What follows belongs to an exercise in optimizing a design on an open flow for small area; a production flow would make more cautious choices. The RTL was checked by simulation tests, not by an equivalence proof against the original design. Power and IR drop assume default switching activity.

File: flow/design.v
module error_correction # (
    parameter puf_sig_length     = 256,
    parameter ipid_N             = 16
)
(
    input                                clk,
    input                                rst_n,
    input        [1:0]                   pcm_instruction,
    input        [puf_sig_length-1:0]    pcm_puf_in,
    input                                pcm_puf_in_valid,
    input        [$clog2(ipid_N)-1:0]    pcm_ipid_number,
    output logic [puf_sig_length-1:0]    pcm_puf_out,
    output logic                         pcm_puf_out_valid,
    output logic                         pcm_S_c  
);
localparam NW = puf_sig_length/16;
localparam NB = 6*NW;
localparam [1:0] IDLE = 2'd0, PROVISION_ID = 2'd1, CORRECT_SIG = 2'd2;
logic [1:0] state_r;
wire correcting = (state_r == CORRECT_SIG);
wire ncorrecting = ~(state_r == CORRECT_SIG);
wire wen = (state_r == PROVISION_ID) && pcm_puf_in_valid;
wire [ipid_N-1:0] rsel, we, nwe;
genvar k, j;
generate
    for (k = 0; k < ipid_N; k++) begin : sel
        assign rsel[k] = (pcm_ipid_number == k);
        assign we[k]   = wen & rsel[k];
        assign nwe[k]  = ~(wen & rsel[k]);
    end
endgenerate
wire [NB-1:0] wchk;
logic [NB-1:0] parity_bits [0:ipid_N-1];
wire  [NB-1:0] parity_next [0:ipid_N-1];
generate
    for (k = 0; k < ipid_N; k++) begin : st
        ec_hold #(.W(NB)) u_hold (.q(parity_bits[k]), .w(wchk), .we(we[k]), .nwe(nwe[k]), .d(parity_next[k]));
        always @(posedge clk) parity_bits[k] <= parity_next[k];
    end
endgenerate
wire [NB-1:0] rd_n;
ec_read #(.W(NB)) u_read (
    .v0(parity_bits[0]), .v1(parity_bits[1]), .v2(parity_bits[2]), .v3(parity_bits[3]),
    .v4(parity_bits[4]), .v5(parity_bits[5]), .v6(parity_bits[6]), .v7(parity_bits[7]),
    .v8(parity_bits[8]), .v9(parity_bits[9]), .v10(parity_bits[10]), .v11(parity_bits[11]),
    .v12(parity_bits[12]), .v13(parity_bits[13]), .v14(parity_bits[14]), .v15(parity_bits[15]),
    .sel(pcm_ipid_number), .y_n(rd_n));
wire [puf_sig_length-1:0] out_next;
generate
    for (j = 0; j < NW; j++) begin : w
        ec_word u_word (.s(pcm_puf_in[16*j +: 16]), .rd_n(rd_n[6*j +: 6]), .en(correcting), .nen(ncorrecting),
                        .q(pcm_puf_out[16*j +: 16]), .wchk(wchk[6*j +: 6]), .q_next(out_next[16*j +: 16]));
    end
endgenerate
always @(posedge clk, negedge rst_n) begin
    if (~rst_n) begin
        state_r <= IDLE;
        pcm_puf_out_valid <= 0;
        pcm_puf_out <= 0;
        pcm_S_c <= 0;
    end
    else begin
        pcm_puf_out <= out_next;
        case (state_r)
            IDLE : begin
                pcm_S_c <= 0;
                pcm_puf_out_valid <= 0;
                if (pcm_instruction == 2'd1) state_r <= PROVISION_ID;
                else if (pcm_instruction == 2'd2) state_r <= CORRECT_SIG;
            end
            PROVISION_ID : begin
                if (pcm_puf_in_valid) begin
                    pcm_S_c <= 1;
                    if (pcm_instruction == 2'd0) begin
                        state_r <= IDLE;
                        pcm_S_c <= 0;
                    end
                end
            end
            CORRECT_SIG : begin
                pcm_puf_out_valid <= 1;
                if (pcm_instruction == 2'd0) state_r <= IDLE;
            end
            default : ;
        endcase
    end
end
endmodule
module ec_hold #(parameter W = 96) (
    input  [W-1:0] q,
    input  [W-1:0] w,
    input          we,
    input          nwe,
    output [W-1:0] d
);
assign d = (q & {W{nwe}}) | (w & {W{we}});
endmodule
module ec_read #(parameter W = 96) (
    input  [W-1:0] v0, v1, v2, v3, v4, v5, v6, v7, v8, v9, v10, v11, v12, v13, v14, v15,
    input  [3:0]   sel,
    output [W-1:0] y_n
);
wire [15:0] dec_n;    
genvar k;
generate
    for (k = 0; k < 16; k++) begin : d
        assign dec_n[k] = ~(sel == k);
    end
endgenerate
assign y_n = ~((v0 | {W{dec_n[0]}}) & (v1 | {W{dec_n[1]}}) & (v2 | {W{dec_n[2]}}) & (v3 | {W{dec_n[3]}}) &
               (v4 | {W{dec_n[4]}}) & (v5 | {W{dec_n[5]}}) & (v6 | {W{dec_n[6]}}) & (v7 | {W{dec_n[7]}}) &
               (v8 | {W{dec_n[8]}}) & (v9 | {W{dec_n[9]}}) & (v10 | {W{dec_n[10]}}) & (v11 | {W{dec_n[11]}}) &
               (v12 | {W{dec_n[12]}}) & (v13 | {W{dec_n[13]}}) & (v14 | {W{dec_n[14]}}) & (v15 | {W{dec_n[15]}}));
endmodule
module ec_word (
    input  [15:0] s,
    input  [5:0]  rd_n,
    input         en,
    input         nen,    
    input  [15:0] q,
    output [5:0]  wchk,
    output [15:0] q_next
);
wire [47:0] x;
wire       par3;    
assign x[15:0] = s;
ec_xor u_x0 (.a(x[13]), .b(x[15]), .y(x[16]));
ec_xor u_x1 (.a(x[10]), .b(x[14]), .y(x[17]));
ec_xor u_x2 (.a(x[9]), .b(x[11]), .y(x[18]));
ec_xor u_x3 (.a(x[12]), .b(x[18]), .y(x[19]));
ec_xor u_x4 (.a(x[1]), .b(x[16]), .y(x[20]));
ec_xor u_x5 (.a(x[0]), .b(x[19]), .y(x[21]));
ec_xor u_x6 (.a(x[17]), .b(x[21]), .y(x[22]));
ec_xor u_x7 (.a(x[5]), .b(x[6]), .y(x[23]));
ec_xor u_x8 (.a(x[3]), .b(x[8]), .y(x[24]));
ec_xor u_x9 (.a(x[4]), .b(x[23]), .y(x[25]));
ec_xor u_x10 (.a(x[7]), .b(x[14]), .y(x[26]));
ec_xor u_x11 (.a(x[3]), .b(x[22]), .y(x[27]));
ec_xor u_x12 (.a(x[4]), .b(x[20]), .y(x[28]));
ec_xor u_x13 (.a(x[9]), .b(x[24]), .y(x[29]));
ec_xor u_x14 (.a(x[2]), .b(x[27]), .y(x[30]));
ec_xor u_x15 (.a(x[2]), .b(x[26]), .y(x[31]));
assign wchk[3] = x[28] ^ x[30];
ec_xor u_x17 (.a(x[15]), .b(x[25]), .y(x[33]));
ec_xor u_x18 (.a(x[16]), .b(x[29]), .y(x[34]));
ec_xor u_x19 (.a(x[0]), .b(x[29]), .y(x[35]));
ec_xor u_x20 (.a(x[6]), .b(x[34]), .y(x[36]));
ec_xor u_x21 (.a(x[8]), .b(x[17]), .y(x[37]));
ec_xor u_x22 (.a(x[5]), .b(x[18]), .y(x[38]));
ec_xor u_x23 (.a(x[7]), .b(x[28]), .y(x[39]));
assign wchk[1] = x[37] ^ x[39];
assign wchk[4] = x[12] ^ x[36];
ec_xor u_x26 (.a(x[31]), .b(x[35]), .y(x[42]));
assign par3 = x[20] ^ x[30];
ec_xor u_x28 (.a(x[1]), .b(x[42]), .y(x[44]));
assign wchk[0] = x[31] ^ x[38];
assign wchk[5] = x[33] ^ x[44];
assign wchk[2] = x[22] ^ x[33];
wire [5:0] syn_n = {wchk[5:4], par3, wchk[2:0]} ^ rd_n;    
ec_dec u_dec (.syn_n(syn_n), .s(s), .q(q), .en(en), .nen(nen), .q_next(q_next));
endmodule
module ec_dec (
    input  [5:0]  syn_n,    
    input  [15:0] s,
    input  [15:0] q,
    input         en,
    input         nen,    
    output [15:0] q_next
);
localparam [6*16-1:0] COL = {
    6'b111110, 6'b101111, 6'b011010, 6'b011100, 6'b001101, 6'b001110, 6'b111101, 6'b110010,
    6'b100011, 6'b110100, 6'b100101, 6'b100110, 6'b111000, 6'b101001, 6'b101010, 6'b101100};
wire [5:0] syn = ~syn_n;
wire [3:0] pa_n, pb_n, pc_n;
genvar i;
generate
    for (i = 0; i < 4; i++) begin : p
        assign pa_n[i] = ~(syn[1:0] == i);
        assign pb_n[i] = ~(syn[3:2] == i);
        assign pc_n[i] = ~(syn[5:4] == i);
    end
    for (i = 0; i < 16; i++) begin : b
        ec_obit u_bit (.s(s[i]), .a_n(pa_n[COL[6*i +: 2]]), .b_n(pb_n[COL[6*i+2 +: 2]]), .c_n(pc_n[COL[6*i+4 +: 2]]),
                       .q(q[i]), .en(en), .nen(nen), .q_next(q_next[i]));
    end
endgenerate
endmodule
module ec_obit (
    input  s,
    input  a_n,
    input  b_n,
    input  c_n,
    input  q,
    input  en,
    input  nen,    
    output q_next
);
wire x = s ^ ~(a_n | b_n | c_n);
assign q_next = (q & nen) | (x & en);
endmodule
module ec_xor (
    input  a,
    input  b,
    output y
);
assign y = a ^ b;
endmodule
File: flow/flow/run.sh
#!/bin/bash
# The standard layout (standard.sh), with three changes:
#  - synthesis maps the logic with an area-oriented ABC script (flow/area.abc);
#    everything else in synthesis, and so every register, is as in synth_recipe.tcl
#  - the port buffers use the smallest buffer cell
#  - CTS uses small clock buffers and no dummy loads
# Each tool's output is in flow_make.log here and in orfs/logs/.
set -euo pipefail
here=$(pwd)
{
  echo '# synth_recipe.tcl with the ABC script replaced'
  echo 'proc abc {args} {'
  echo '  set i [lsearch -exact $args -script]'
  echo "  if { \$i >= 0 } { set args [lreplace \$args [expr {\$i + 1}] [expr {\$i + 1}] $here/flow/area.abc] }"
  echo '  yosys abc {*}$args'
  echo '}'
  cat synth_recipe.tcl
} > my_synth.tcl
sed -e "s#SYNTH_SCRIPT=[^ ]*#SYNTH_SCRIPT=$here/my_synth.tcl#" standard.sh > my_standard.sh
grep -q "SYNTH_SCRIPT=$here/my_synth.tcl" my_standard.sh
export BUFFER_PORTS_ARGS="-buffer_cell sky130_fd_sc_hd__buf_1"
export CTS_ARGS="-sink_clustering_enable -repair_clock_nets -buf_list sky130_fd_sc_hd__clkbuf_4 -sink_clustering_size 9 -sink_clustering_max_diameter 40 -dont_use_dummy_load"
bash my_standard.sh > flow_make.log 2>&1
File: flow/flow/area.abc
strash
&get -n
&fraig -x
&put
dc2
strash
&get -n
&dch -f
&nf -R 1000 -p
&put
File: flow/standard.sh
#!/bin/bash
# synth_recipe.tcl (not shown) runs the flow's synth.tcl, then flattens the netlist and writes it again
# the make line also repeats each setting of config.mk as NAME=value (left out here)
make -C /OpenROAD-flow-scripts/flow DESIGN_CONFIG=/design/flow/config.mk WORK_HOME=/design/flow/orfs CLKGATE_MAP_FILE= SYNTH_SCRIPT=/design/flow/synth_recipe.tcl "${@:-finish}"
File: flow/config.mk
export PLATFORM = sky130hd
export DESIGN_NAME = error_correction
export DESIGN_NICKNAME = error_correction
export VERILOG_FILES = /design/flow/design.v
export SDC_FILE = /design/flow/constraint.sdc
export NUM_CORES = 4
export LEC_CHECK = 0
export CAP_MARGIN = 20
export CORE_MARGIN = 2
export CORE_UTILIZATION = 65
export PLACE_DENSITY = 0.75
export SLEW_MARGIN = 20
export SYNTH_HIERARCHICAL = 1
export SYNTH_MINIMUM_KEEP_SIZE = 0
File: flow/constraint.sdc
create_clock -name core_clock -period 5.0 [get_ports {clk}]
set_input_delay 1.0000 -clock core_clock [delete_from_list [all_inputs] [get_ports {clk}]]
set_output_delay 1.0000 -clock core_clock [all_outputs]
set_load 0.01 [all_outputs]
==> metrics.log, run 1 <==
INFO  metric drt_iter0_markers = 7699
INFO  metric synth-compound-area-share = 0.327
INFO  metric rows = 120
INFO  metric die_w = 332 µm
INFO  metric hpwlAfterDp = about 140 mm
INFO  metric critical_path_class = flip-flop to flip-flop
INFO  metric post_cts.repair.setup_buffers = 0
INFO  metric postSynthRegisterBits = 1796
INFO  metric fmax = 271 MHz
INFO  metric detail_route.drc_violations = 0
INFO  metric run_status = complete, no violations
INFO  metric path_category_of_the_worst_min_delay_check = input pin to flip-flop
INFO  metric ratio_of_cells_with_drive_above_1_in_the_final_layout = 0.0753
INFO  metric gpl.final_weighted_congestion = 0.937
INFO  metric cp-start-kind = flip-flop
INFO  metric syn-mean-instance-area = ~11 µm²
INFO  metric total_standard_cell_area_after_synthesis = 0.0697 mm²
INFO  metric place_ws = between 0.4 and 0.5 ns
INFO  metric timing.critical_path.arrival = 4.80 ns
INFO  metric critical_path.reg2reg.endpoint = parity_bits[1][22]$_DFF_P_
INFO  metric syn_nets = 6575
INFO  metric detail_route.wirelength = 246 mm
INFO  metric min_from = pcm_puf_in[93]
INFO  metric irDropWorstVdd = 0.402 mV
INFO  metric worst-r2r-setup-slack = between 1 and 1.5 ns
INFO  metric tightest_slew = 1.28 ns
INFO  metric clk_latency = ~1.3 ns
INFO  metric worst_setup_path_end_kind = flip-flop
INFO  metric rsz_0062_raised_after_global_routing = false
INFO  metric p_per_area = 568 mW/mm²
INFO  metric groute.usage.overall = 0.427
INFO  metric synthDistinctLibCells = 25
INFO  metric synth-warning-count = 9
INFO  metric boundary_pin_count = 523
INFO  metric tns = 0 ns
INFO  metric timing.final.max_slew_violations = 0
INFO  metric max-slew-margin-rel = 0.146
INFO  metric synth_simple_gate_area_frac = 0.0602
INFO  metric hold_ws = 0.112 ns
INFO  metric total_via_count_in_the_routed_design = around 64000
INFO  metric number_of_cells_on_the_worst_hold_path = 3
INFO  metric final_hold_viol_count = 0
INFO  metric share_of_synthesized_area_occupied_by_flip_flops_and_latches = 0.534
INFO  metric timing.critical_path.required = a little over 6 ns
INFO  metric clk_pin_slew = 0.09 ns
INFO  metric via_per_inst = 7.30
INFO  metric tritoncts_num_sinks = between 1500 and 2000
INFO  metric htree_levels = 4
INFO  metric maxCapViolations = 0
INFO  metric fin_skew = 0.122 ns
INFO  metric timing.final.crit_share = 0.738
INFO  metric grt_pass1_vias = 61600
INFO  metric ctsRootBufferMaster = clkbuf_4
INFO  metric setup_viol = 0
INFO  metric number_of_buffers_on_the_longest_clock_path = 3
INFO  metric globalRouteOverflowTotal = 0
INFO  metric grt_first_pass_wirelength = 370 mm
INFO  metric reg2regPathDepth = 8
INFO  metric flow.area_growth_from_synthesis = 12.2%
INFO  metric core_area = between 0.1 and 0.15 mm²
INFO  metric grt_antenna_before_repair = 3
INFO  metric tritoncts_clock_tree = built
INFO  metric synth_xor_area_frac = 0.0764
INFO  metric design.final.nets = 7589
INFO  metric dieArea = 0.110 mm²
INFO  metric initial_drt_pass_iterations = 17
INFO  metric post_cts.resized_instances = 0
INFO  metric whs_endpoint = pcm_puf_out[93]$_DFF_PN0_
INFO  metric synthCells = about 6300
INFO  metric clock_buffer_count_from_cts = roughly 240
INFO  metric layout.filler_cells = a little over 8000
INFO  metric yosys.area_share.adder = 0.00108
INFO  metric detail_route.wl_per_cell = 28.2 µm
INFO  metric regToRegStartpoint = state_r[1]$_DFFE_PN0P_
INFO  metric dominant_combinational_cell_family_by_area_after_synthesis = compound AO/OA/AOI/OAI gates
INFO  metric crit_fanout = 60
INFO  metric leakagePower = 32.6 nW
INFO  metric pin_count_of_the_biggest_net_entering_global_routing = between 100 and 150
INFO  metric start_util = 0.653
INFO  metric synthMuxAreaShare = 0
INFO  metric placement.io_buffers = 522
INFO  metric die-height = 332 µm
INFO  metric ant_nets = 0
INFO  metric period_minus_slack = 3.69 ns
INFO  metric setup_ws = 1.31 ns
per-module statistics from Yosys (local to each module, per instance), excerpt:
module,times used,cell area (µm²),cells inside
ec_xor,400,8.76,1
error_correction,1,37600,1866
ec_obit,256,22.5,4
ec_dec,16,67.6,12
ec_word,16,114,13
flip-flops by register name, indices dropped and copies added, names as in the netlist:
signal / count
parity_bits: 1536
pcm_puf_out: 256
state_r: 2
pcm_S_c: 1
pcm_puf_out_valid: 1
what timing repair did:
item	CTS	global route
endpoints found under the setup margin	0	0
hold endpoints to repair	39	0
hold buffers	1	0
how the worst max path moves through the flow:
stage          slack, ns  cells after the start                          to                    from
2_1_floorplan      -0.52                      5   parity_bits[5][0]$_DFF_P_        pcm_puf_in_valid
3_3_place_gp        0.44                     14  pcm_puf_out[103]$_DFF_PN0_      pcm_ipid_number[3]
3_5_place_dp        0.41                     14  pcm_puf_out[122]$_DFF_PN0_      pcm_ipid_number[2]
4_1_cts             1.45                      8  parity_bits[1][22]$_DFF_P_  state_r[1]$_DFFE_PN0P_
5_1_grt             1.25                     14  pcm_puf_out[114]$_DFF_PN0_      pcm_ipid_number[1]
6_report            1.31                      8  parity_bits[1][22]$_DFF_P_  state_r[1]$_DFFE_PN0P_
critical path, cell delays in order, from the launching register on:
cell and delay (ns):
dfrtp_1 0.44, clkinv_1 0.10, ha_1 0.21, nand2_1 0.23, nor2_1 0.73, nand2_8 0.41
inv_6 0.80, buf_4 0.46, a22o_1 0.18
per-stage QoR:
stage | area, µm² | cells | total power, mW | utilization
final | 78200 | 8722 | 44.5 | 0.733
after global placement | 76400 | 8483 | 36.8 | 0.716
after floorplan | 69800 | 6304 | 32.5 | -
after CTS | 78200 | 8719 | 44.0 | 0.733
after detailed placement | 76400 | 8483 | 37.4 | 0.716
after global routing | 78200 | 8721 | 46.6 | 0.733
placed cells by master, fill, tap and decap left out, types with 3 or more instances in the layout:
| cell type | n |
|---|---|
| or2_4 | 5 |
| buf_12 | 48 |
| nand2_8 | 8 |
| o21ai_0 | 259 |
| dfrtp_1 | 260 |
| nor4_1 | 192 |
| buf_4 | 206 |
| clkinv_1 | 6 |
| a21oi_1 | 256 |
| nand2b_1 | 98 |
| o22ai_1 | 769 |
| a21o_1 | 257 |
| buf_1 | 521 |
| or2_0 | 35 |
| clkbuf_4 | 236 |
| xor2_1 | 575 |
| xnor2_1 | 32 |
| or2_1 | 8 |
| nand2_4 | 11 |
| diode_2 | 3 |
| a22o_1 | 1536 |
| nand2_1 | 147 |
| nand3_4 | 11 |
| nor3_1 | 252 |
| dfxtp_1 | 1536 |
| nor2b_1 | 8 |
| nor3_2 | 6 |
| inv_6 | 16 |
| ha_1 | 5 |
| nor2_1 | 7 |
layout make-up:
| class | count | area, µm² | share of cell area |
|---|---|---|---|
| flip-flops and latches | 1796 | 37300 | 0.476 |
| multi-input cells | 4485 | 32800 | 0.419 |
| repair buffers | 777 | 4480 | 0.0573 |
| clock buffers | 235 | 1760 | 0.0226 |
| well taps | 1403 | 1760 | 0.0224 |
| inverters | 23 | 174 | 0.00222 |
| diodes | 3 | 7.51 | 0.0000960 |
metal layers:
layer	global-route usage	wire [µm]	up-vias
met3	0.0997	30500	913
met5	0	0	-
li1	-	-	27300
met1	0.572	96300	30800
met4	0.183	10800	0
met2	0.664	109000	4655
synth_stat cells (all sizes together):
cell / number / area [µm²]
o22ai: 769 / 4810
ha: 6 / 75.1
nand3b: 1 / 7.51
or2: 48 / 300
a22o: 1536 / 13500
a21oi: 256 / 1280
dfrtp: 260 / 6510
nand3: 11 / 55.1
xor2: 576 / 5040
nor3b: 1 / 7.51
or3: 1 / 6.26
o211ai: 1 / 7.51
o21ai: 259 / 1300
nor3: 258 / 1290
dfxtp: 1536 / 30700
nand2b: 98 / 613
nor2b: 8 / 50.1
nand4: 1 / 6.26
nor2: 7 / 26.3
a21o: 257 / 1930
clkinv: 23 / 86.3
xnor2: 32 / 280
nand4b: 1 / 8.76
nand2: 166 / 623
nor4: 192 / 1200
where the power goes:
group	internal (mW)	total, mW	leakage (nW)	switching, mW
sequential	19.3	22.1	15.7	2.79
clock	2.14	6.79	1.08	4.66
combinational	7.01	15.6	15.8	8.57
total	28.4	44.5	32.6	16.0
cells by family after synthesis:
family          after synthesis
xor+xnor                    608
fa+ha+maj                     6
flops                      1796
buf+inv                      23
simple gates                793
compound gates             3078
==> inputs of run 2 (changes only) <==
--- a/flow/design.v
+++ b/flow/design.v
@@ -178,5 +178,5 @@
         assign pa_n[i] = ~(syn[1:0] == i);
         assign pb_n[i] = ~(syn[3:2] == i);
-        assign pc_n[i] = ~(syn[5:4] == i);
+        assign pc_n[i] = ~((syn[5:4] == i) & en);
     end
     for (i = 0; i < 16; i++) begin : b
@@ -196,6 +196,6 @@
     output q_next
 );
-wire x = s ^ ~(a_n | b_n | c_n);
-assign q_next = (q & nen) | (x & en);
+wire m = (q & nen) | (s & en);
+assign q_next = m ^ ~(a_n | b_n | c_n);
 endmodule
 module ec_xor (
--- a/flow/flow/run.sh
+++ b/flow/flow/run.sh
@@ -5,4 +5,5 @@
 #  - the port buffers use the smallest buffer cell
 #  - CTS uses small clock buffers and no dummy loads
+#  - no setup repair at floorplan (the netlist has no buffers to remove)
 # Each tool's output is in flow_make.log here and in orfs/logs/.
 set -euo pipefail
@@ -21,3 +22,4 @@
 export BUFFER_PORTS_ARGS="-buffer_cell sky130_fd_sc_hd__buf_1"
 export CTS_ARGS="-sink_clustering_enable -repair_clock_nets -buf_list sky130_fd_sc_hd__clkbuf_4 -sink_clustering_size 9 -sink_clustering_max_diameter 40 -dont_use_dummy_load"
+export REMOVE_ABC_BUFFERS=1
 bash my_standard.sh > flow_make.log 2>&1
--- a/flow/config.mk
+++ b/flow/config.mk
@@ -9,5 +9,5 @@
 export CORE_MARGIN = 2
 export CORE_UTILIZATION = 65
-export PLACE_DENSITY = 0.75
+export PLACE_DENSITY = 0.9
 export SLEW_MARGIN = 20
 export SYNTH_HIERARCHICAL = 1
==> metrics.log, run 2 <==
INFO  metric ctsRootBufferMaster = clkbuf_4 (unchanged)
INFO  metric pin_count_of_the_biggest_net_entering_global_routing = 122 (was 129)
INFO  metric p_per_area = 582 mW/mm² (was 568 mW/mm²)
INFO  metric share_of_synthesized_area_occupied_by_flip_flops_and_latches = 0.536 (was 0.534)
INFO  metric fmax = 269 MHz (was 271 MHz)
INFO  metric final_cell_mix = a22o_1 (1536), dfxtp_1 (1536), o22ai_1 (769) (unchanged)
INFO  metric setup_viol = 0 (unchanged)
INFO  metric synth-warning-count = 9 (unchanged)
INFO  metric synthDistinctLibCells = 26 (was 25)
INFO  metric drt_iter0_markers = 9486 (was 7699)
INFO  metric boundary_pin_count = 523 (unchanged)
INFO  metric total_switching_power = 16.5 mW (was 16.0 mW)
INFO  metric tritoncts_num_sinks = 1796 (unchanged)
INFO  metric min_from = pcm_puf_in[61] (was pcm_puf_in[93])
INFO  metric run_status = complete, no violations (unchanged)
INFO  metric timing.final.max_slew_violations = 0 (unchanged)
INFO  metric top_register = parity_bits (unchanged)
INFO  metric irDropWorstVdd = 0.372 mV (was 0.402 mV)
INFO  metric regToRegStartpoint = state_r[1]$_DFFE_PN0P_ (unchanged)
INFO  metric dieArea = 0.110 mm² (about the same)
INFO  metric synthCells = 6048 (was 6304)
INFO  metric core_area = 0.106 mm² (was 0.107 mm²)
INFO  metric grt_pass1_vias = 63400 (was 61600)
INFO  metric reg2regPathDepth = 7 (was 8)
INFO  metric ratio_of_cells_with_drive_above_1_in_the_final_layout = 0.0747 (was 0.0753)
INFO  metric rsz_0062_raised_after_global_routing = false (unchanged)
INFO  metric numPlacedInstances = 8203 (was 8483)
INFO  metric tightest_slew = 1.34 ns (was 1.28 ns)
INFO  metric postLayoutCoreUtil = 0.735 (was 0.733)
INFO  metric p_comb_frac = 0.359 (was 0.350)
INFO  metric whs_endpoint = pcm_puf_out[61]$_DFF_PN0_ (was pcm_puf_out[93]$_DFF_PN0_)
INFO  metric timing.critical_path.required = 6.02 ns (was 6.11 ns)
INFO  metric power.total = 45.2 mW (was 44.5 mW)
INFO  metric initial_drt_pass_iterations = 9 (was 17)
INFO  metric critical_path.reg2reg.endpoint = parity_bits[13][87]$_DFF_P_ (was parity_bits[1][22]$_DFF_P_)
INFO  metric worst-r2r-setup-slack = 1.37 ns (was 1.31 ns)
INFO  metric clkPwrFrac = 0.149 (was 0.153)
INFO  metric crit_fanout = 27 (was 60)
INFO  metric synth_area_leader_cell = dfxtp_1 (unchanged)
INFO  metric p_int = 28.7 mW (was 28.4 mW)
INFO  metric critical_path_class = input pin to flip-flop (was flip-flop to flip-flop)
INFO  metric yosys-top-cells-count = a22o_1 (1536), dfxtp_1 (1536), o22ai_1 (769) (unchanged)
INFO  metric detail_route.wirelength = 241 mm (was 246 mm)
INFO  metric postSynthRegisterBits = 1796 (unchanged)
INFO  metric power.share.switching = 0.366 (was 0.360)
INFO  metric gpl.final_weighted_congestion = 0.912 (was 0.937)
INFO  metric clk_latency = 1.26 ns (was 1.27 ns)
INFO  metric die_w = 331 µm (was 332 µm)
INFO  metric number_of_flip_flops_under_the_largest_register_name = 1536 (unchanged)
INFO  metric total_via_count_in_the_routed_design = 63700 (about the same)
INFO  metric number_of_buffers_on_the_longest_clock_path = 3 (unchanged)
INFO  metric detail_route.drc_violations = 0 (unchanged)
INFO  metric syn-mean-instance-area = 11.5 µm² (was 11.1 µm²)
INFO  metric clk_pin_slew = 0.10 ns (was 0.09 ns)
INFO  metric path_category_of_the_worst_min_delay_check = input pin to flip-flop (unchanged)
INFO  metric rows = 119 (was 120)
INFO  metric design.final.nets = 7317 (was 7589)
INFO  metric clock_buffer_count_from_cts = 230 (was 235)
INFO  metric synth_flop_cell = dfxtp_1 (unchanged)
INFO  metric ant_nets = 0 (unchanged)
INFO  metric number_of_cells_on_the_worst_hold_path = 3 (unchanged)
INFO  metric fin_skew = 0.133 ns (was 0.122 ns)
INFO  metric grt_first_pass_wirelength = 361 mm (was 370 mm)
INFO  metric fraction_of_registers_with_async_set_reset = 0.145 (unchanged)
INFO  metric yosys-top-cells-area = dfxtp_1 (44%), a22o_1 (19%), dfrtp_1 (9.4%) (was dfxtp_1 (44%), a22o_1 (19%), dfrtp_1 (9.3%))
INFO  metric leakagePower = 30.5 nW (was 32.6 nW)
INFO  metric cp-start-kind = input pin (was flip-flop)
INFO  metric die-height = 331 µm (was 332 µm)
INFO  metric globalRouteOverflowTotal = 0 (unchanged)
INFO  metric final_hold_viol_count = 0 (unchanged)
INFO  metric detail_route.wl_per_cell = 28.6 µm (was 28.2 µm)
INFO  metric grt_antenna_before_repair = 8 (was 3)
INFO  metric layout.cells.non_filler = 8445 (was 8722)
INFO  metric htree_levels = 4 (unchanged)
INFO  metric yosysTopAreaCellShare = 0.442 (was 0.441)
INFO  metric hpwlAfterDp = 134 mm (was 137 mm)
INFO  metric worst_setup_path_end_kind = flip-flop (unchanged)
INFO  metric groute.usage.overall = 0.420 (was 0.427)
INFO  metric tritoncts_clock_tree = built (unchanged)
INFO  metric largest_registers = parity_bits x1536, pcm_puf_out x256, state_r x2 (unchanged)
INFO  metric period_minus_slack = 3.72 ns (was 3.69 ns)
INFO  metric post_synth_edffs = 0 (unchanged)
INFO  metric start_util = 0.657 (was 0.653)
INFO  metric timing.critical_path.arrival = 4.74 ns (was 4.80 ns)
INFO  metric placement.io_buffers = 522 (unchanged)
INFO  metric total_standard_cell_area_after_synthesis = 0.0695 mm² (was 0.0697 mm²)
INFO  metric power_frac_seq = 0.492 (was 0.497)
INFO  metric flow.area_growth_from_synthesis = 11.8% (was 12.2%)
INFO  metric via_per_inst = 7.55 (was 7.30)
INFO  metric timing.final.crit_share = 0.743 (was 0.738)
INFO  metric max-slew-margin-rel = 0.107 (was 0.146)
INFO  metric maxCapViolations = 0 (unchanged)
INFO  metric post_cts.resized_instances = 0 (unchanged)
==> run 2: cell count changes after synthesis, sizes merged, moves of 256 or more <==
cell / delta
a22oi: +256
o21ai: -256
xnor2: +256
a21oi: -256
a21o: -256
==> run 2: worst max-delay path: stages <==
cell and delay (ns):
buf_1 0.36, nor2b_1 0.67, nand3_4 0.65, buf_4 0.51, o22ai_1 0.20, nor4_1 0.07
nand2_1 0.20, xor2_1 0.17, or3b_1 0.51, nor3_1 0.27, xnor2_1 0.12
==> run 2: cell type report <==
class                      count  area, µm²
tap                         1391       1740
timing repair buffer         766       4290
inverter                      23        174
multi-input combinational   4229      32500
antenna                       10       25.0
fill                        6971      28000
sequential                  1796      37300
clock buffer                 230       1730
==> run 2: logic make-up (layout without fill, tap and decap cells) <==
| kind of cell | Yosys count | in the layout | share of synthesized area |
|---|---|---|---|
| compound gates | 2566 | 2566 | 0.291 |
| xor+xnor | 864 | 864 | 0.109 |
| fa+ha+maj | 6 | 6 | 0.00108 |
| buf+inv | 23 | 1019 | 0.00124 |
| flops | 1796 | 1796 | 0.536 |
| other cells | 0 | 10 | 0 |
| simple gates | 793 | 793 | 0.0618 |
==> run 2: metrics by stage <==
stage          setup TNS [ns]  hold WS, ns  cell area [µm²]  worst slack, ns
2_1_floorplan        -2992.72        0.456            69500            -8.40
3_3_place_gp                0        0.465            75900            0.429
3_5_place_dp                0        0.470            75900            0.311
4_1_cts                     0       0.0532            77600             1.49
5_1_grt                     0        0.119            77700             1.24
6_report                    0        0.122            77700             1.28
==> run 2: layer usage <==
layer	up-vias	wire, µm	global-route usage
met2	5764	104000	0.636
met1	30300	85900	0.533
met3	1428	37100	0.136
met5	-	40	0
li1	26300	-	-
met4	6	14600	0.229
==> run 2: worst max path at each step <==
stage / start / end / depth (start not counted)
2_1_floorplan: state_r[0]$_DFFE_PN0P_ / pcm_puf_out[0]$_DFF_PN0_ / 5
3_3_place_gp: pcm_ipid_number[1] / pcm_puf_out[10]$_DFF_PN0_ / 13
3_5_place_dp: pcm_ipid_number[1] / pcm_puf_out[15]$_DFF_PN0_ / 13
4_1_cts: pcm_ipid_number[1] / pcm_puf_out[10]$_DFF_PN0_ / 13
5_1_grt: pcm_ipid_number[1] / pcm_puf_out[10]$_DFF_PN0_ / 13
6_report: pcm_ipid_number[1] / pcm_puf_out[248]$_DFF_PN0_ / 11
==> run 2: power groups by stage <==
stage | logic, mW | registers (mW) | clock network, mW
after floorplan | 11.1 | 22.1 | 0
after global placement | 15.2 | 22.0 | 0
after detailed placement | 15.8 | 22.3 | 0
after CTS | 15.8 | 22.1 | 6.67
after global routing | 17.3 | 22.6 | 7.22
final | 16.2 | 22.2 | 6.74
==> run 2: Yosys stat by module (local to each module, per instance), a selection <==
module | cell area, µm² | flops+latches
ec_word | 114 | 0
error_correction | 37600 | 1796
ec_dec | 73.8 | 0
ec_obit | 21.3 | 0
ec_xor | 8.76 | 0
==> run 2: what timing repair did <==
| action | in CTS | in global routing |
|---|---|---|
| hold buffers | 1 | 0 |
| endpoints found under the hold margin | 46 | 0 |
| setup buffers | 0 | 0 |
==> inputs of run 3 (changes only) <==
--- a/flow/design.v
+++ b/flow/design.v
@@ -122,40 +122,33 @@
     output [15:0] q_next
 );
-wire [47:0] x;
-wire       par3;    
+wire pm1, pm3;    
+wire [39:0] x;
 assign x[15:0] = s;
-ec_xor u_x0 (.a(x[13]), .b(x[15]), .y(x[16]));
-ec_xor u_x1 (.a(x[10]), .b(x[14]), .y(x[17]));
-ec_xor u_x2 (.a(x[9]), .b(x[11]), .y(x[18]));
-ec_xor u_x3 (.a(x[12]), .b(x[18]), .y(x[19]));
-ec_xor u_x4 (.a(x[1]), .b(x[16]), .y(x[20]));
-ec_xor u_x5 (.a(x[0]), .b(x[19]), .y(x[21]));
-ec_xor u_x6 (.a(x[17]), .b(x[21]), .y(x[22]));
-ec_xor u_x7 (.a(x[5]), .b(x[6]), .y(x[23]));
-ec_xor u_x8 (.a(x[3]), .b(x[8]), .y(x[24]));
-ec_xor u_x9 (.a(x[4]), .b(x[23]), .y(x[25]));
-ec_xor u_x10 (.a(x[7]), .b(x[14]), .y(x[26]));
-ec_xor u_x11 (.a(x[3]), .b(x[22]), .y(x[27]));
-ec_xor u_x12 (.a(x[4]), .b(x[20]), .y(x[28]));
-ec_xor u_x13 (.a(x[9]), .b(x[24]), .y(x[29]));
-ec_xor u_x14 (.a(x[2]), .b(x[27]), .y(x[30]));
-ec_xor u_x15 (.a(x[2]), .b(x[26]), .y(x[31]));
-assign wchk[3] = x[28] ^ x[30];
-ec_xor u_x17 (.a(x[15]), .b(x[25]), .y(x[33]));
-ec_xor u_x18 (.a(x[16]), .b(x[29]), .y(x[34]));
-ec_xor u_x19 (.a(x[0]), .b(x[29]), .y(x[35]));
-ec_xor u_x20 (.a(x[6]), .b(x[34]), .y(x[36]));
-ec_xor u_x21 (.a(x[8]), .b(x[17]), .y(x[37]));
-ec_xor u_x22 (.a(x[5]), .b(x[18]), .y(x[38]));
-ec_xor u_x23 (.a(x[7]), .b(x[28]), .y(x[39]));
-assign wchk[1] = x[37] ^ x[39];
-assign wchk[4] = x[12] ^ x[36];
-ec_xor u_x26 (.a(x[31]), .b(x[35]), .y(x[42]));
-assign par3 = x[20] ^ x[30];
-ec_xor u_x28 (.a(x[1]), .b(x[42]), .y(x[44]));
-assign wchk[0] = x[31] ^ x[38];
-assign wchk[5] = x[33] ^ x[44];
-assign wchk[2] = x[22] ^ x[33];
-wire [5:0] syn_n = {wchk[5:4], par3, wchk[2:0]} ^ rd_n;    
+ec_xor u_x0 (.a(x[14]), .b(x[15]), .y(x[16]));
+ec_xor u_x1 (.a(x[6]), .b(x[16]), .y(x[17]));
+ec_xor u_x2 (.a(x[2]), .b(x[3]), .y(x[18]));
+ec_xor u_x3 (.a(x[5]), .b(x[17]), .y(x[19]));
+ec_xor u_x4 (.a(x[1]), .b(x[19]), .y(x[20]));
+ec_xor u_x5 (.a(x[16]), .b(x[18]), .y(x[21]));
+ec_xor u_x6 (.a(x[2]), .b(x[11]), .y(x[22]));
+ec_xor u_x7 (.a(x[14]), .b(x[22]), .y(x[23]));
+ec_xor u_x8 (.a(x[12]), .b(x[20]), .y(x[24]));
+ec_xor u_x9 (.a(x[9]), .b(x[23]), .y(x[25]));
+assign pm3 = x[11] ^ x[24];
+assign wchk[1] = x[10] ^ x[21];
+ec_xor u_x12 (.a(x[5]), .b(x[7]), .y(x[28]));
+assign wchk[0] = x[25] ^ x[28];
+ec_xor u_x14 (.a(x[0]), .b(x[21]), .y(x[30]));
+ec_xor u_x15 (.a(x[8]), .b(x[25]), .y(x[31]));
+ec_xor u_x16 (.a(x[9]), .b(x[30]), .y(x[32]));
+ec_xor u_x17 (.a(x[4]), .b(x[31]), .y(x[33]));
+ec_xor u_x18 (.a(x[10]), .b(x[20]), .y(x[34]));
+assign wchk[2] = x[1] ^ x[32];
+assign pm1 = x[4] ^ wchk[1];
+assign wchk[5] = x[6] ^ x[33];
+assign wchk[3] = x[4] ^ pm3;
+assign wchk[4] = x[13] ^ x[34];
+wire [5:0] msyn_par = {wchk[5], wchk[4], pm3, wchk[2], pm1, wchk[0]};
+wire [5:0] syn_n = msyn_par ^ rd_n;    
 ec_dec u_dec (.syn_n(syn_n), .s(s), .q(q), .en(en), .nen(nen), .q_next(q_next));
 endmodule
@@ -169,6 +162,6 @@
 );
 localparam [6*16-1:0] COL = {
-    6'b111110, 6'b101111, 6'b011010, 6'b011100, 6'b001101, 6'b001110, 6'b111101, 6'b110010,
-    6'b100011, 6'b110100, 6'b100101, 6'b100110, 6'b111000, 6'b101001, 6'b101010, 6'b101100};
+    6'b011110, 6'b111111, 6'b010000, 6'b001000, 6'b101001, 6'b010010, 6'b100101, 6'b100000,
+    6'b000001, 6'b111000, 6'b011001, 6'b100010, 6'b000110, 6'b100111, 6'b011100, 6'b000100};
 wire [5:0] syn = ~syn_n;
 wire [3:0] pa_n, pb_n, pc_n;
--- a/flow/flow/run.sh
+++ b/flow/flow/run.sh
@@ -21,5 +21,5 @@
 grep -q "SYNTH_SCRIPT=$here/my_synth.tcl" my_standard.sh
 export BUFFER_PORTS_ARGS="-buffer_cell sky130_fd_sc_hd__buf_1"
-export CTS_ARGS="-sink_clustering_enable -repair_clock_nets -buf_list sky130_fd_sc_hd__clkbuf_4 -sink_clustering_size 9 -sink_clustering_max_diameter 40 -dont_use_dummy_load"
+export CTS_ARGS="-sink_clustering_enable -repair_clock_nets -buf_list sky130_fd_sc_hd__clkbuf_4 -sink_clustering_size 10 -sink_clustering_max_diameter 50 -dont_use_dummy_load"
 export REMOVE_ABC_BUFFERS=1
 bash my_standard.sh > flow_make.log 2>&1
==> metrics.log, run 3 <==
INFO  metric ant_nets = 0 (unchanged)
INFO  metric synth_area_leader_cell = dfxtp_1 (unchanged)
INFO  metric rsz_0062_raised_after_global_routing = false (unchanged)
INFO  metric number_of_buffers_on_the_longest_clock_path = 3 (unchanged)
INFO  metric clk_latency = 1.21 ns (was 1.26 ns)
INFO  metric total_standard_cell_area_after_synthesis = 0.0684 mm² (was 0.0695 mm²)
INFO  metric grt_antenna_before_repair = 3 (was 8)
INFO  metric worst_setup_path_end_kind = flip-flop (unchanged)
INFO  metric fraction_of_registers_with_async_set_reset = 0.145 (unchanged)
INFO  metric tritoncts_num_sinks = 1796 (unchanged)
INFO  metric synth-warning-count = 9 (unchanged)
INFO  metric fmax = 266 MHz (was 269 MHz)
INFO  metric timing.critical_path.required = 6.04 ns (was 6.02 ns)
INFO  metric total_via_count_in_the_routed_design = 63800 (was 63700)
INFO  metric clk_pin_slew = 0.11 ns (was 0.10 ns)
INFO  metric tightest_slew = 1.35 ns (was 1.34 ns)
INFO  metric min_from = pcm_puf_in[63] (was pcm_puf_in[61])
INFO  metric timing.critical_path.arrival = 4.80 ns (was 4.74 ns)
INFO  metric layout.filler_cells = 6959 (was 6971)
INFO  metric final_cell_mix = a22o_1 (1536), dfxtp_1 (1536), o22ai_1 (769) (unchanged)
INFO  metric groute.usage.overall = 0.437 (was 0.420)
INFO  metric dieArea = 0.108 mm² (was 0.110 mm²)
INFO  metric start_util = 0.658 (was 0.657)
INFO  metric synth_flop_cell = dfxtp_1 (unchanged)
INFO  metric number_of_flip_flops_under_the_largest_register_name = 1536 (unchanged)
INFO  metric critical_path.reg2reg.endpoint = parity_bits[0][21]$_DFF_P_ (was parity_bits[13][87]$_DFF_P_)
INFO  metric reg2regPathDepth = 8 (was 7)
INFO  metric maxCapViolations = 0 (unchanged)
INFO  metric place_ws = 0.386 ns (was 0.311 ns)
INFO  metric design.final.nets = 7176 (was 7317)
INFO  metric whs_endpoint = pcm_puf_out[63]$_DFF_PN0_ (was pcm_puf_out[61]$_DFF_PN0_)
INFO  metric tritoncts_clock_tree = built (unchanged)
INFO  metric ctsRootBufferMaster = clkbuf_4 (unchanged)
INFO  metric regToRegStartpoint = state_r[1]$_DFFE_PN0P_ (unchanged)
INFO  metric path_category_of_the_worst_min_delay_check = input pin to flip-flop (unchanged)
INFO  metric timing.final.max_slew_violations = 0 (unchanged)
INFO  metric yosysTopAreaCellShare = 0.450 (was 0.442)
INFO  metric synthDistinctLibCells = 26 (unchanged)
INFO  metric clock_buffer_count_from_cts = 202 (was 230)
INFO  metric gpl.final_weighted_congestion = 0.931 (was 0.912)
INFO  metric die-height = 328 µm (was 331 µm)
INFO  metric synthCells = 5920 (was 6048)
INFO  metric core_area = 0.104 mm² (was 0.106 mm²)
INFO  metric htree_levels = 4 (unchanged)
INFO  metric max-slew-margin-rel = 0.102 (was 0.107)
INFO  metric initial_drt_pass_iterations = 9 (unchanged)
INFO  metric leakagePower = 29.9 nW (was 30.5 nW)
INFO  metric rows = 118 (was 119)
INFO  metric period_minus_slack = 3.76 ns (was 3.72 ns)
INFO  metric yosys-top-cells-count = a22o_1 (1536), dfxtp_1 (1536), o22ai_1 (769) (unchanged)
INFO  metric post_cts.resized_instances = 0 (unchanged)
INFO  metric ratio_of_cells_with_drive_above_1_in_the_final_layout = 0.0743 (was 0.0747)
INFO  metric die_w = 328 µm (was 331 µm)
INFO  metric postSynthRegisterBits = 1796 (unchanged)
INFO  metric cp-start-kind = input pin (unchanged)
INFO  metric irDropWorstVdd = 0.696 mV (was 0.372 mV)
INFO  metric pin_count_of_the_biggest_net_entering_global_routing = 129 (was 122)
INFO  metric timing.final.crit_share = 0.752 (was 0.743)
INFO  metric tns = 0 ns (unchanged)
INFO  metric top_register = parity_bits (unchanged)
INFO  metric yosys-top-cells-area = dfxtp_1 (45%), a22o_1 (20%), dfrtp_1 (9.5%) (was dfxtp_1 (44%), a22o_1 (19%), dfrtp_1 (9.4%))
INFO  metric setup_viol = 0 (unchanged)
INFO  metric worst-r2r-setup-slack = 1.41 ns (was 1.37 ns)
INFO  metric drt_iter0_markers = 10600 (was 9486)
INFO  metric final_hold_viol_count = 0 (unchanged)
INFO  metric run_status = complete, no violations (unchanged)
INFO  metric detail_route.drc_violations = 0 (unchanged)
INFO  metric hpwlAfterDp = 140 mm (was 134 mm)
INFO  metric largest_registers = parity_bits x1536, pcm_puf_out x256, state_r x2 (unchanged)
INFO  metric critical_path_class = input pin to flip-flop (unchanged)
INFO  metric p_per_area = 563 mW/mm² (was 582 mW/mm²)
INFO  metric postLayoutCoreUtil = 0.735 (about the same)
INFO  metric boundary_pin_count = 523 (unchanged)
INFO  metric via_per_inst = 7.70 (was 7.55)
INFO  metric flow.area_growth_from_synthesis = 11.8% (about the same)
INFO  metric post_synth_edffs = 0 (unchanged)
INFO  metric detail_route.wirelength = 247 mm (was 241 mm)
INFO  metric number_of_cells_on_the_worst_hold_path = 3 (unchanged)
INFO  metric fin_skew = 0.153 ns (was 0.133 ns)
INFO  metric share_of_synthesized_area_occupied_by_flip_flops_and_latches = 0.545 (was 0.536)
INFO  metric crit_fanout = 17 (was 27)
INFO  metric detail_route.wl_per_cell = 29.9 µm (was 28.6 µm)
INFO  metric setup_ws = 1.24 ns (was 1.28 ns)
INFO  metric syn-mean-instance-area = 11.5 µm² (about the same)
INFO  metric globalRouteOverflowTotal = 0 (unchanged)
INFO  metric grt_pass1_vias = 62900 (was 63400)
INFO  metric grt_first_pass_wirelength = 369 mm (was 361 mm)
INFO  metric placement.io_buffers = 522 (unchanged)
[run 3: cell count changes after synthesis, sizes merged]
| cell | previous run | this run |
|---|---|---|
| xor2 | 576 | 400 |
| xnor2 | 288 | 336 |
[run 3: worst max-delay path, stage by stage]
cell	delay [ns]
buf_1	0.24
xor2_1	0.68
xor2_1	0.23
xor2_1	0.21
xor2_1	0.46
xor2_1	0.21
xor2_1	0.16
buf_4	0.25
xor2_1	0.17
or3b_1	0.42
nor3_1	0.60
xnor2_1	0.16
[run 3: where the power goes]
group          switching (mW)  internal, mW
registers                2.98          19.1
clock network            4.59          1.85
logic                    7.80          6.73
total                    15.4          27.7
[run 3: kinds of logic after synthesis]
logic type	synth area share
compound gates	0.296
flops	0.545
simple gates	0.0628
xor+xnor	0.0943
buf+inv	0.00126
fa+ha+maj	0.00110
[run 3: routing by layer]
metal	global-route usage	up-vias	share of wire
met4	0.243	6	0.065
met2	0.649	6192	0.42
met3	0.147	1586	0.16
li1	-	25800	-
met5	0	-	0.00055
met1	0.562	30200	0.36
[run 3: area by class of cell]
class,instances,area [µm²],share of cell area
inverter,23,171,0.00224
timing repair buffer,781,4390,0.0575
sequential,1796,37300,0.487
clock buffer,202,1520,0.0198
antenna,4,10.0,0.000131
tap,1380,1730,0.0226
multi-input combinational,4101,31400,0.410
[run 3: modules after synthesis, one instance, submodules excluded, a selection]
module	flip-flops and latches	cell area, µm²	cells inside	copies in the design
ec_obit	0	21.3	3	256
error_correction	1796	37600	1866	1
ec_dec	0	73.8	12	16
ec_xor	0	8.76	1	256
ec_word	0	123	14	16
[run 3: per-stage QoR]
step	hold WS [ns]	instances	total power, mW	area [µm²]
2_1_floorplan	0.456	5920	31.7	68400
3_3_place_gp	0.466	8078	35.4	74800
3_5_place_dp	0.467	8078	36.2	74800
4_1_cts	0.0709	8281	42.3	76300
5_1_grt	0.127	8285	44.8	76400
6_report	0.146	8287	43.0	76400
[run 3: how the worst max path moves through the flow]
stage | startpoint | endpoint | slack (ns) | cells past startpoint
final | pcm_puf_in[110] | pcm_puf_out[110]$_DFF_PN0_ | 1.24 | 12
after global routing | pcm_ipid_number[0] | pcm_puf_out[74]$_DFF_PN0_ | 1.23 | 11
after detailed placement | pcm_ipid_number[1] | pcm_puf_out[110]$_DFF_PN0_ | 0.39 | 12
after global placement | pcm_ipid_number[0] | pcm_puf_out[110]$_DFF_PN0_ | 0.53 | 13
after floorplan | state_r[0]$_DFFE_PN0P_ | pcm_puf_out[0]$_DFF_PN0_ | -8.40 | 5
after CTS | pcm_ipid_number[0] | pcm_puf_out[78]$_DFF_PN0_ | 1.59 | 11
[run 3: repair_timing]
action,in CTS,in global routing
hold endpoints to repair,44,0
buffers inserted,0,0
hold buffers,1,0
==> inputs of run 4 (changes only) <==
--- a/flow/flow/run.sh
+++ b/flow/flow/run.sh
@@ -21,5 +21,6 @@
 grep -q "SYNTH_SCRIPT=$here/my_synth.tcl" my_standard.sh
 export BUFFER_PORTS_ARGS="-buffer_cell sky130_fd_sc_hd__buf_1"
-export CTS_ARGS="-sink_clustering_enable -repair_clock_nets -buf_list sky130_fd_sc_hd__clkbuf_4 -sink_clustering_size 10 -sink_clustering_max_diameter 50 -dont_use_dummy_load"
+export CTS_ARGS="-sink_clustering_enable -repair_clock_nets -buf_list sky130_fd_sc_hd__clkbuf_4 -sink_clustering_size 9 -sink_clustering_max_diameter 40 -dont_use_dummy_load"
 export REMOVE_ABC_BUFFERS=1
+export GPL_KEEP_OVERFLOW=0.3
 bash my_standard.sh > flow_make.log 2>&1
==> metrics.log, run 4 <==
INFO  metric fmax = 270 MHz (was 266 MHz)
INFO  metric share_of_synthesized_area_occupied_by_flip_flops_and_latches = 0.545 (unchanged)
INFO  metric leakagePower = 30.4 nW (was 29.9 nW)
INFO  metric setup_viol = 0 (unchanged)
INFO  metric synth-warning-count = 9 (unchanged)
INFO  metric total_via_count_in_the_routed_design = 64700 (was 63800)
INFO  metric ratio_of_cells_with_drive_above_1_in_the_final_layout = 0.0820 (was 0.0743)
INFO  metric largest_registers = parity_bits x1536, pcm_puf_out x256, state_r x2 (unchanged)
INFO  metric dieArea = 0.108 mm² (unchanged)
INFO  metric fin_skew = 0.157 ns (was 0.153 ns)
INFO  metric yosysTopAreaCellShare = 0.450 (unchanged)
INFO  metric start_util = 0.658 (unchanged)
INFO  metric tritoncts_clock_tree = built (unchanged)
INFO  metric yosys-top-cells-count = a22o_1 (1536), dfxtp_1 (1536), o22ai_1 (769) (unchanged)
INFO  metric period_minus_slack = 3.70 ns (was 3.76 ns)
INFO  metric syn-mean-instance-area = 11.5 µm² (unchanged)
INFO  metric groute.usage.overall = 0.442 (was 0.437)
INFO  metric cts_hold_buffers = 1 (unchanged)
INFO  metric irDropWorstVdd = 0.931 mV (was 0.696 mV)
INFO  metric hpwlAfterDp = 142 mm (was 140 mm)
INFO  metric grt_pass1_vias = 63400 (was 62900)
INFO  metric detail_route.wirelength = 250 mm (was 247 mm)
INFO  metric max-slew-margin-rel = 0.125 (was 0.102)
INFO  metric p_comb_frac = 0.335 (was 0.338)
INFO  metric synthDistinctLibCells = 26 (unchanged)
INFO  metric grt_first_pass_wirelength = 372 mm (was 369 mm)
INFO  metric ctsRootBufferMaster = clkbuf_4 (unchanged)
INFO  metric tightest_slew = 1.31 ns (was 1.35 ns)
INFO  metric multiInputGateArea = 0.0313 mm² (was 0.0314 mm²)
INFO  metric p_per_area = 560 mW/mm² (was 563 mW/mm²)
INFO  metric placement.io_buffers = 522 (unchanged)
INFO  metric worst_setup_path_end_kind = flip-flop (unchanged)
INFO  metric placed_cell_area = 0.0757 mm² (was 0.0748 mm²)
INFO  metric crit_fanout = 39 (was 17)
INFO  metric run_status = complete, no violations (unchanged)
INFO  metric fraction_of_registers_with_async_set_reset = 0.145 (unchanged)
INFO  metric flow.area_growth_from_synthesis = 13.2% (was 11.8%)
INFO  metric p_int = 28.0 mW (was 27.7 mW)
INFO  metric postSynthRegisterBits = 1796 (unchanged)
INFO  metric top_register = parity_bits (unchanged)
INFO  metric htree_levels = 4 (unchanged)
INFO  metric clk_latency = 1.24 ns (was 1.21 ns)
INFO  metric synthCells = 5920 (unchanged)
INFO  metric layout.filler_cells = 6771 (was 6959)
INFO  metric timing.critical_path.arrival = 4.78 ns (was 4.80 ns)
INFO  metric drt_iter0_markers = 11300 (was 10600)
INFO  metric total_standard_cell_area_after_synthesis = 0.0684 mm² (unchanged)
INFO  metric boundary_pin_count = 523 (unchanged)
INFO  metric globalRouteOverflowTotal = 0 (unchanged)
INFO  metric pin_count_of_the_biggest_net_entering_global_routing = 161 (was 129)
INFO  metric rsz_0062_raised_after_global_routing = false (unchanged)
INFO  metric final_hold_viol_count = 0 (unchanged)
INFO  metric total_switching_power = 15.4 mW (about the same)
INFO  metric via_per_inst = 7.74 (was 7.70)
INFO  metric post_cts.resized_instances = 0 (unchanged)
INFO  metric detail_route.wl_per_cell = 30.0 µm (was 29.9 µm)
INFO  metric clock_buffer_count_from_cts = 232 (was 202)
INFO  metric grt_antenna_before_repair = 4 (was 3)
INFO  metric numPlacedInstances = 8110 (was 8078)
INFO  metric path_category_of_the_worst_min_delay_check = input pin to flip-flop (unchanged)
INFO  metric power_frac_seq = 0.509 (was 0.513)
INFO  metric clkPwrFrac = 0.156 (was 0.150)
INFO  metric area.sequential = 0.0373 mm² (unchanged)
INFO  metric stdcell_area = 0.0774 mm² (was 0.0764 mm²)
INFO  metric die-height = 328 µm (unchanged)
INFO  metric timing.critical_path.required = 6.07 ns (was 6.04 ns)
INFO  metric number_of_flip_flops_under_the_largest_register_name = 1536 (unchanged)
INFO  metric yosys-top-cells-area = dfxtp_1 (45%), a22o_1 (20%), dfrtp_1 (9.5%) (unchanged)
INFO  metric design.final.nets = 7236 (was 7176)
INFO  metric maxCapViolations = 0 (unchanged)
INFO  metric tritoncts_num_sinks = 1796 (unchanged)
INFO  metric initial_drt_pass_iterations = 14 (was 9)
INFO  metric timing.final.crit_share = 0.741 (was 0.752)
INFO  metric die_w = 328 µm (unchanged)
INFO  metric power.share.switching = 0.355 (was 0.357)
INFO  metric cp-start-kind = flip-flop (was input pin)
INFO  metric clk_pin_slew = 0.10 ns (was 0.11 ns)
INFO  metric gpl.final_weighted_congestion = 0.936 (was 0.931)
INFO  metric worst-r2r-setup-slack = 1.30 ns (was 1.41 ns)
INFO  metric detail_route.drc_violations = 0 (unchanged)
INFO  metric post_synth_edffs = 0 (unchanged)
INFO  metric rows = 118 (unchanged)
INFO  metric critical_path_class = flip-flop to flip-flop (was input pin to flip-flop)
INFO  metric synth_flop_cell = dfxtp_1 (unchanged)
INFO  metric layout.cells.non_filler = 8350 (was 8287)
INFO  metric timing.final.max_slew_violations = 0 (unchanged)
INFO  metric core_area = 0.104 mm² (unchanged)
INFO  metric synth_area_leader_cell = dfxtp_1 (unchanged)
INFO  metric post_cts.repair.setup_buffers = 0 (unchanged)
INFO  metric number_of_buffers_on_the_longest_clock_path = 3 (unchanged)
INFO  metric ant_nets = 0 (unchanged)
INFO  metric final_cell_mix = a22o_1 (1536), dfxtp_1 (1536), o22ai_1 (769) (unchanged)
-- run 4: cell counts after synthesis --
Identical to the previous run, type by type.
-- run 4: per-stage QoR --
step                       util   TNS, ns  total power [mW]  hold WS (ns)  setup slack, ns
final                     0.745         0              43.4         0.133             1.30
after floorplan               -  -2992.72              31.7         0.456            -8.40
after detailed placement  0.728         0              36.2         0.470            0.454
after global placement    0.728         0              35.4         0.466            0.556
after global routing      0.745         0              45.1         0.143             1.29
after CTS                 0.745         0              42.7        0.0806             1.49
-- run 4: logic make-up (layout without fill, tap and decap cells) --
| group | Yosys count | count (layout) | share of synthesized area |
|---|---|---|---|
| compound gates | 2566 | 2566 | 0.296 |
| buf+inv | 23 | 1066 | 0.00126 |
| other cells | 0 | 7 | 0 |
| simple gates | 793 | 793 | 0.0628 |
| xor+xnor | 736 | 736 | 0.0943 |
| flops | 1796 | 1796 | 0.545 |
| fa+ha+maj | 6 | 6 | 0.00110 |
-- run 4: path summary, 6_finish.rpt --
check | startpoint | end | cells past startpoint
worst min-delay path | pcm_puf_in[163] | pcm_puf_out[163]$_DFF_PN0_ | 3
min in group asynchronous | rst_n | pcm_puf_out[134]$_DFF_PN0_ | 2
worst min register to register | parity_bits[1][73]$_DFF_P_ | parity_bits[1][73]$_DFF_P_ | 1
worst max-delay path | state_r[1]$_DFFE_PN0P_ | parity_bits[12][33]$_DFF_P_ | 8
max in group asynchronous | rst_n | pcm_puf_out[90]$_DFF_PN0_ | 3
worst max register to register | state_r[1]$_DFFE_PN0P_ | parity_bits[12][33]$_DFF_P_ | 8
-- run 4: critical path, cell delays in order, from the launching register on --
cell and delay [ns]:
dfrtp_1 0.43, clkinv_1 0.09, ha_1 0.22, nand2_1 0.18
nor3_1 0.79, nand3_4 0.67, inv_6 0.68, buf_12 0.30
a22o_1 0.18
-- run 4: power groups by stage --
stage                     Combinational [mW]  Sequential (mW)  Clock (mW)
after floorplan                         9.95             21.7           0
after global placement                  13.5             21.8           0
after detailed placement                14.1             22.1           0
after CTS                               14.2             21.8        6.66
after global routing                    15.5             22.4        7.24
final                                   14.5             22.1        6.76
-- run 4: area by class of cell --
type,count,area share
well taps,1380,0.0223
multi-input cells,4101,0.405
inverters,23,0.00225
diodes,7,0.000226
flip-flops and latches,1796,0.481
repair buffers,811,0.0668
clock buffers,232,0.0225
-- run 4: per-layer routing --
| metal | GRT usage | wire length, µm | part of all wire |
|---|---|---|---|
| met1 | 0.566 | 87900 | 0.35 |
| met2 | 0.648 | 104000 | 0.42 |
| met3 | 0.162 | 41800 | 0.17 |
| met4 | 0.246 | 16300 | 0.065 |
| met5 | 0 | 11 | 0.000044 |
-- run 4: modules after synthesis (local to each module, per instance), a selection --
module / flops+latches / area [µm²] / times used / cells inside
error_correction: 1796 / 37600 / 1 / 1866
ec_word: 0 / 123 / 16 / 14
ec_dec: 0 / 73.8 / 16 / 12
ec_xor: 0 / 8.76 / 256 / 1
ec_obit: 0 / 21.3 / 256 / 3
==> inputs of run 5 (changes only) <==
--- a/flow/flow/run.sh
+++ b/flow/flow/run.sh
@@ -23,4 +23,3 @@
 export CTS_ARGS="-sink_clustering_enable -repair_clock_nets -buf_list sky130_fd_sc_hd__clkbuf_4 -sink_clustering_size 9 -sink_clustering_max_diameter 40 -dont_use_dummy_load"
 export REMOVE_ABC_BUFFERS=1
-export GPL_KEEP_OVERFLOW=0.3
 bash my_standard.sh > flow_make.log 2>&1
==> metrics.log, run 5 <==
INFO  metric cp_num_buf_inv = 2 (was 3)
INFO  metric ctsRootBufferMaster = clkbuf_4 (unchanged)
INFO  metric max-slew-margin-rel = 0.114 (was 0.125)
INFO  metric min_from = pcm_puf_in[40] (was pcm_puf_in[163])
INFO  metric hold_ws = 0.0449 ns (was 0.133 ns)
INFO  metric hpwlAfterDp = 140 mm (was 142 mm)
INFO  metric period_minus_slack = 3.67 ns (was 3.70 ns)
INFO  metric total_standard_cell_area_after_synthesis = 0.0684 mm² (unchanged)
INFO  metric start_util = 0.658 (unchanged)
INFO  metric number_of_cells_on_the_worst_hold_path = 3 (unchanged)
INFO  metric htree_levels = 4 (unchanged)
INFO  metric share_of_synthesized_area_occupied_by_flip_flops_and_latches = 0.545 (unchanged)
INFO  metric post_synth_edffs = 0 (unchanged)
INFO  metric postLayoutCoreUtil = 0.737 (was 0.745)
INFO  metric initial_drt_pass_iterations = 19 (was 14)
INFO  metric flow.area_growth_from_synthesis = 12.0% (was 13.2%)
INFO  metric critical_path_class = input pin to flip-flop (was flip-flop to flip-flop)
INFO  metric groute.usage.overall = 0.439 (was 0.442)
INFO  metric fraction_of_registers_with_async_set_reset = 0.145 (unchanged)
INFO  metric final_cell_mix = a22o_1 (1536), dfxtp_1 (1536), o22ai_1 (769) (unchanged)
INFO  metric tritoncts_clock_tree = built (unchanged)
INFO  metric pin_count_of_the_biggest_net_entering_global_routing = 129 (was 161)
INFO  metric synth-warning-count = 9 (unchanged)
INFO  metric placed_cell_area = 0.0748 mm² (was 0.0757 mm²)
INFO  metric number_of_flip_flops_under_the_largest_register_name = 1536 (unchanged)
INFO  metric detail_route.wl_per_cell = 29.9 µm (was 30.0 µm)
INFO  metric total_via_count_in_the_routed_design = 64000 (was 64700)
INFO  metric dieArea = 0.108 mm² (unchanged)
INFO  metric detail_route.drc_violations = 0 (unchanged)
INFO  metric tightest_slew = 1.33 ns (was 1.31 ns)
INFO  metric stdcell_area = 0.0766 mm² (was 0.0774 mm²)
INFO  metric post_cts.resized_instances = 0 (unchanged)
INFO  metric grt_antenna_before_repair = 4 (unchanged)
INFO  metric maxCapViolations = 0 (unchanged)
INFO  metric regToRegStartpoint = state_r[1]$_DFFE_PN0P_ (unchanged)
INFO  metric synth_area_leader_cell = dfxtp_1 (unchanged)
INFO  metric grt_first_pass_wirelength = 371 mm (was 372 mm)
INFO  metric timing.final.max_slew_violations = 0 (unchanged)
INFO  metric detail_route.wirelength = 248 mm (was 250 mm)
INFO  metric postSynthRegisterBits = 1796 (unchanged)
INFO  metric rsz_0062_raised_after_global_routing = false (unchanged)
INFO  metric p_per_area = 566 mW/mm² (was 560 mW/mm²)
INFO  metric timing.critical_path.required = 6.03 ns (was 6.07 ns)
INFO  metric timing.final.crit_share = 0.733 (was 0.741)
INFO  metric yosys-top-cells-area = dfxtp_1 (45%), a22o_1 (20%), dfrtp_1 (9.5%) (unchanged)
INFO  metric crit_fanout = 30 (was 39)
INFO  metric critical_path.reg2reg.endpoint = parity_bits[3][11]$_DFF_P_ (was parity_bits[12][33]$_DFF_P_)
INFO  metric die_w = 328 µm (unchanged)
INFO  metric die-height = 328 µm (unchanged)
INFO  metric placement.io_buffers = 522 (unchanged)
INFO  metric worst-r2r-setup-slack = 1.44 ns (was 1.30 ns)
INFO  metric via_per_inst = 7.70 (was 7.74)
INFO  metric syn-mean-instance-area = 11.5 µm² (unchanged)
INFO  metric layout.filler_cells = 6940 (was 6771)
INFO  metric clock_buffer_count_from_cts = 231 (was 232)
INFO  metric place_ws = 0.386 ns (was 0.454 ns)
INFO  metric reg2regPathDepth = 8 (unchanged)
INFO  metric power.total = 43.4 mW (about the same)
INFO  metric synthCells = 5920 (unchanged)
INFO  metric fmax = 273 MHz (was 270 MHz)
INFO  metric ant_nets = 0 (unchanged)
INFO  metric worst_path_max_delay_cell = nor4_1 (was nor3_1)
INFO  metric synth_flop_cell = dfxtp_1 (unchanged)
INFO  metric run_status = complete, no violations (unchanged)
INFO  metric yosys-top-cells-count = a22o_1 (1536), dfxtp_1 (1536), o22ai_1 (769) (unchanged)
INFO  metric yosysTopAreaCellShare = 0.450 (unchanged)
INFO  metric globalRouteOverflowTotal = 0 (unchanged)
INFO  metric number_of_buffers_on_the_longest_clock_path = 3 (unchanged)
INFO  metric rows = 118 (unchanged)
INFO  metric leakagePower = 30.0 nW (was 30.4 nW)
INFO  metric drt_iter0_markers = 10600 (was 11300)
INFO  metric final_hold_viol_count = 0 (unchanged)
INFO  metric largest_registers = parity_bits x1536, pcm_puf_out x256, state_r x2 (unchanged)
INFO  metric setup_ws = 1.33 ns (was 1.30 ns)
INFO  metric tritoncts_num_sinks = 1796 (unchanged)
INFO  metric clk_pin_slew = 0.10 ns (about the same)
INFO  metric grt_pass1_vias = 63000 (was 63400)
INFO  metric path_category_of_the_worst_min_delay_check = input pin to flip-flop (unchanged)
INFO  metric fin_skew = 0.181 ns (was 0.157 ns)
INFO  metric design.final.nets = 7203 (was 7236)
INFO  metric ratio_of_cells_with_drive_above_1_in_the_final_layout = 0.0779 (was 0.0820)
INFO  metric whs_endpoint = pcm_puf_out[40]$_DFF_PN0_ (was pcm_puf_out[163]$_DFF_PN0_)
INFO  metric clk_latency = 1.31 ns (was 1.24 ns)
INFO  metric cp_cell_sequence = buf_1, nor2b_1, nand2_4, buf_12, o22ai_1, nor4_1, nand2_1, xor2_1, or3b_1, nor3_1, xnor2_1 (was clkinv_1, ha_1, nand2_1, nor3_1, nand3_4, inv_6, buf_12, a22o_1)
INFO  metric worst_setup_path_end_kind = flip-flop (unchanged)
INFO  metric top_register = parity_bits (unchanged)
INFO  metric core_area = 0.104 mm² (unchanged)
INFO  metric boundary_pin_count = 523 (unchanged)
INFO  metric cp-start-kind = input pin (was flip-flop)
INFO  metric synthDistinctLibCells = 26 (unchanged)
INFO  metric path_delay_family = simple AND/OR/NAND/NOR gates (unchanged)
INFO  metric timing.critical_path.arrival = 4.69 ns (was 4.78 ns)
INFO  metric worst_path_largest_cell_delay = 0.59 ns (was 0.79 ns)
INFO  metric irDropWorstVdd = 0.730 mV (was 0.931 mV)
INFO  metric setup_viol = 0 (unchanged)
INFO  metric gpl.final_weighted_congestion = 0.931 (was 0.936)
## run 5: logic make-up (layout without fill, tap and decap cells)
kind of cell,after synthesis,in the layout,synth area share
buffers and inverters,23,1033,0.00126
other,0,7,0
flip-flops,1796,1796,0.545
XOR/XNOR,736,736,0.0943
AO/OA/AOI/OAI,2566,2566,0.296
adder cells (fa/ha/maj),6,6,0.00110
AND/OR/NAND/NOR,793,793,0.0628
## run 5: repair_timing
item / 4_1_cts / 5_1_grt
hold buffers: 1 / 0
endpoints found under the hold margin: 44 / 0
buffers inserted: 0 / 0
## run 5: area by class of cell
type / count / area (µm²) / share of cell area
Inverter: 23 / 174 / 0.00227
Clock buffer: 231 / 1730 / 0.0226
Antenna cell: 7 / 17.5 / 0.000229
Sequential cell: 1796 / 37300 / 0.486
Timing Repair Buffer: 779 / 4340 / 0.0566
Multi-Input combinational cell: 4101 / 31400 / 0.409
Tap cell: 1380 / 1730 / 0.0225
## run 5: worst reg2reg max path: cells and delay by family (launching register included)
family                     cells  cell delay [ns]
AOI/OAI and AO/OA              1             0.30
adders and majority gates      1             0.27
buffers and inverters          3             1.57
DFF                            1             0.41
and+or+nand+nor                3             0.90
## run 5: how the worst max path moves through the flow
stage | startpoint | to | slack (ns) | cells past startpoint
2_1_floorplan | state_r[0]$_DFFE_PN0P_ | pcm_puf_out[0]$_DFF_PN0_ | -8.40 | 5
3_3_place_gp | pcm_ipid_number[0] | pcm_puf_out[110]$_DFF_PN0_ | 0.53 | 13
3_5_place_dp | pcm_ipid_number[1] | pcm_puf_out[110]$_DFF_PN0_ | 0.39 | 12
4_1_cts | pcm_ipid_number[0] | pcm_puf_out[78]$_DFF_PN0_ | 1.55 | 11
5_1_grt | pcm_ipid_number[0] | pcm_puf_out[74]$_DFF_PN0_ | 1.25 | 11
6_report | pcm_ipid_number[0] | pcm_puf_out[78]$_DFF_PN0_ | 1.33 | 11
## run 5: stage by stage
stage,TNS [ns],cells
6_report,0,8317
5_1_grt,0,8312
2_1_floorplan,-2992.72,5920
3_5_place_dp,0,8078
4_1_cts,0,8310
3_3_place_gp,0,8078
## run 5: power by group
part	leakage, nW	internal (mW)	total, mW	switching, mW
Sequential	15.7	19.1	22.1	2.98
Combinational	13.2	6.73	14.5	7.80
Clock	1.06	2.10	6.78	4.68
Total	30.0	27.9	43.4	15.5
## run 5: layer usage
layer  GRT usage  up-vias  wire length, µm
li1            -    25900                -
met1       0.568    30300            87800
met2       0.650     6195           104000
met3       0.147     1597            40000
met4       0.239        4            16400
met5           0        -               26
## run 5: Yosys stat by module (local to each module, per instance), excerpt
module            flip-flops and latches  copies in the design  cell area, µm²  cells inside
ec_xor                                 0                   256            8.76             1
ec_word                                0                    16             123            14
error_correction                    1796                     1           37600          1866
ec_obit                                0                   256            21.3             3
ec_dec                                 0                    16            73.8            12

what the ideal ports hide:
Ports are ideal in the flow. The routed layouts listed here were re-timed in OpenROAD. Step 1 sets driving cells, clkbuf_16 on the clock port and buf_2 on the other inputs (assumed; they add their load-dependent delay and slew). Step 2 also shifts input and output timing later by t, the mid clock arrival at the registers, as if the neighbouring blocks saw the same clock. Three values: no drivers, after step 1, after step 2; two values: the first two.
run	t, ns	setup WS [ns]
run 1	1.281	1.311 / 1.311 / 0.209
run 2	1.264	1.284 / 1.322 / 0.058
run 3	1.216	1.241 / 1.264 / 0.047
run 4	1.232	1.297 / 1.297 / 0.188
run 5	1.289	1.334 / 1.328 / 0.039
After both steps every run listed still meets setup and hold.
